What follows belongs to an exercise in optimizing a design on an open flow for small area and a short achievable clock period; a production flow would make more cautious choices. Function was checked by simulation only, so behaviour that the tests miss may differ from the original.

## before
==> flow/design.v (excerpt) <==
module dsp (
A0, A1, B0, B1, C0, C1, D0, D1,
E0, E1, F0, F1, G0, G1, H0, H1,
from_previous, add_previous, clk, mode_0, mode_1, reset,
result0, result1
);
For scale: roughly 13000 cells after synthesis, about 1400 flip-flops, about 630 I/O pins, about 120000 sq um of cells after synthesis.
clock: 8.5 ns
lec_check: 0
cap_margin: 20
core_margin: 2
core_utilization: 40
setup_slack_margin: 4.0
slew_margin: 20
run.sh (not shown) runs the stock make flow with config.mk's settings and CLKGATE_MAP_FILE= SYNTH_SCRIPT=/design/flow/synth_recipe.tcl, a recipe that flattens the netlist after the stock synthesis.
#### Input delta (after over before)
# before
export LEC_CHECK = 0
export CAP_MARGIN = 20
export CORE_MARGIN = 2
export CORE_UTILIZATION = 40
export SETUP_SLACK_MARGIN = 4.0
export SLEW_MARGIN = 20
create_clock -name core_clock -period 8.5 [get_ports {clk}]
# after
export LEC_CHECK = 0
export CAP_MARGIN = 20
export CORE_MARGIN = 2
export CORE_UTILIZATION = 40
export SETUP_SLACK_MARGIN = 4.6
export SLEW_MARGIN = 20
create_clock -name core_clock -period 8.5 [get_ports {clk}]
### Flow results
after: all stages complete, timing, DRC and antenna checks passed
Going from before to after, maximum frequency shrank slightly.
Sort after and before by clock buffer count from CTS desc -> top: before
On number of placed instances, taps included, after tracks before almost exactly.
~same global-route total usage across every layer in after and before
before has a lower total inserted antenna cells than after.

* * *

== maple ==
dsp, a different RTL version from the one above (not shown whole).
Size in the first run: about 12000 cells after synthesis, roughly 630 I/O pins, roughly 120000 um2 of cells after synthesis.
Settings: LEC_CHECK=0, CAP_MARGIN=20, CORE_MARGIN=2, CORE_UTILIZATION=65, CTS_BUF_LIST=sky130_fd_sc_hd__clkbuf_8, SETUP_SLACK_MARGIN=4.2, SLEW_MARGIN=20; clock period 8.5 ns.
standard.sh (not shown) runs the stock make flow with config.mk's settings and CLKGATE_MAP_FILE= SYNTH_SCRIPT=/design/flow/synth_recipe.tcl, a recipe that flattens the netlist after the stock synthesis.
==> flow/flow/run.sh <==
#!/bin/bash
# Standard layout with two changes:
# 1. One netlist step between synthesis and floorplan: flow/polarity.py
#    rebuilds full adders on complemented signals where that removes
#    inverters between them (a full adder is self-dual), and swaps xor2/xnor2
#    cells where that removes an inverter. Registers are untouched.
# 2. Every input and output port still gets a buffer, but a buf_1 instead of
#    the clkdlybuf4s50_1 that buffer_ports picks by default.
set -euo pipefail
R=orfs/results/${FLOW_PLATFORM}/dsp/base
bash standard.sh synth > synth.log 2>&1
cp $R/1_2_yosys.v yosys_std.v
python3 flow/polarity.py yosys_std.v polarity.v > polarity.log 2>&1
cp polarity.v $R/1_2_yosys.v
rm -f $R/1_synth.odb $R/1_synth.sdc
bash standard.sh "BUFFER_PORTS_ARGS=-buffer_cell sky130_fd_sc_hd__buf_1" finish > layout.log 2>&1
Other scripts of this flow, unchanged in this note and not shown: flow/flow/polarity.py
maple went all the way through synthesis, placement and routing and the layout is clean on timing, DRC and antenna.
Edits applied to the flow inputs when going from maple to zinc:
# maple
export LEC_CHECK = 0
export CAP_MARGIN = 20
export CORE_MARGIN = 2
export CORE_UTILIZATION = 65
export CTS_BUF_LIST = sky130_fd_sc_hd__clkbuf_8
export SETUP_SLACK_MARGIN = 4.2
export SLEW_MARGIN = 20
create_clock -name core_clock -period 8.5 [get_ports {clk}]
# zinc
export LEC_CHECK = 0
export CAP_MARGIN = 20
export CORE_MARGIN = 2
export CORE_UTILIZATION = 65
export SETUP_SLACK_MARGIN = 4.0
export SLEW_MARGIN = 20
create_clock -name core_clock -period 8.5 [get_ports {clk}]
==> notes.md <==
Worst hold slack after final layout (higher): maple
Cmp zinc vs maple: utilization lower in zinc
Count of non-CTS buffers in the layout in zinc is 47 lower than in maple
zinc gives more longest individual stage delay on the worst path than maple did.
When zinc is measured against maple, its average via count per standard cell turns out 0.33% higher.
zinc against maple: layout overhead on the synthesized area decreased by 1.3 points relative to the old numbers, total congestion overflow did not really move, final area now smaller, total of clock buffers placed in the layout fell by 69, number of optimization iterations in the first detailed-route pass went down 2.

* * *

build 37:
Another version of the RTL of dsp (not shown whole).
Size in the first run: ~120000 µm² of cells after synthesis.
clock: 8.5 ns
lec_check: 0
cap_margin: 20
core_margin: 2
core_utilization: 65
setup_slack_margin: 4.0
slew_margin: 20
Scripts as last shown in full above: flow/flow/run.sh
Other scripts of this flow, unchanged in this note and not shown: flow/flow/polarity.py
Inputs modified between build 37 and trial 96:
- CTS_BUF_LIST newly set to sky130_fd_sc_hd__clkbuf_8
- CORE_UTILIZATION changed from 65 to 55
- Number of placement rows on trial 96 is up relative to build 37.
- Measured slew at the worst slew-check pin delta for trial 96 relative to build 37: 0.064 ns lower
- Trial 96 against build 37: height of the chip saw an increase.

* * *

== old ==
Starting RTL as in the previous note.
==> flow/design.v (excerpt) <==
module dsp (
A0, A1, B0, B1, C0, C1, D0, D1,
E0, E1, F0, F1, G0, G1, H0, H1,
from_previous, add_previous, clk, mode_0, mode_1, reset,
result0, result1
);
clock: 8.5 ns
lec_check: 0
cap_margin: 20
core_margin: 2
core_utilization: 72
setup_slack_margin: 4.0
slew_margin: 20
Scripts as last shown in full above: flow/flow/run.sh
Other scripts of this flow, unchanged in this note and not shown: flow/flow/polarity.py
Edits applied to the flow inputs when going from old to new:
- a change of CORE_UTILIZATION from 72 to 55
Relative slew slack, new and old: higher on old. Min sequential cell area share across new and old: new. Against old, new reports a share of the core filled with cells that is lower. new vs old on post-route minimum period: new is the lower one. Between new and old, it is new whose non-filler instance count after layout is higher, by 705.

## re-timing with driven ports
No port has a modelled driver above. Below, the same layouts with a new extraction and two added sets of constraints. Step 1, drivers: a clkbuf_16 drives clk and a buf_2 each remaining input, both assumed. Step 2, shift: input delay + t, output delay - t, t = (earliest + latest rising clock arrival at the registers) / 2. This alone moves slack from input paths to output paths. Slacks: ideal / step 1 / step 2; pairs: ideal / step 1.
| run | t, ns | slack for setup (ns) | worst setup path at the end | slew at the worst register clock pin (ns) | pins driven straight from the clock port |
|---|---|---|---|---|---|
| before | 0.983 | 3.930 / 3.930 / 3.196 | input to register | 0.07 / 0.07 | 1 |
| after | 0.992 | 3.899 / 3.899 / 3.154 | input to register | 0.07 / 0.07 | 1 |
| maple | 1.098 | 4.006 / 4.006 / 3.142 | input to register | 0.08 / 0.08 | 1 |
| zinc | 0.942 | 3.970 / 3.970 / 3.107 | input to register | 0.07 / 0.07 | 1 |
| build 37 | 0.915 | 3.862 / 3.862 / 3.183 | input to register | 0.08 / 0.08 | 1 |
| trial 96 | 1.135 | 3.838 / 3.838 / 3.099 | input to register | 0.08 / 0.08 | 1 |
| old | 0.935 | 3.746 / 3.746 / 3.155 | input to register | 0.07 / 0.07 | 1 |
| new | 0.927 | 3.838 / 3.838 / 3.123 | input to register | 0.07 / 0.07 | 1 |
After both steps setup and hold are still met in every run listed. For maple, which loses most, drivers alone change the setup slack by 0.000 ns; drivers and shift together by -0.864 ns.
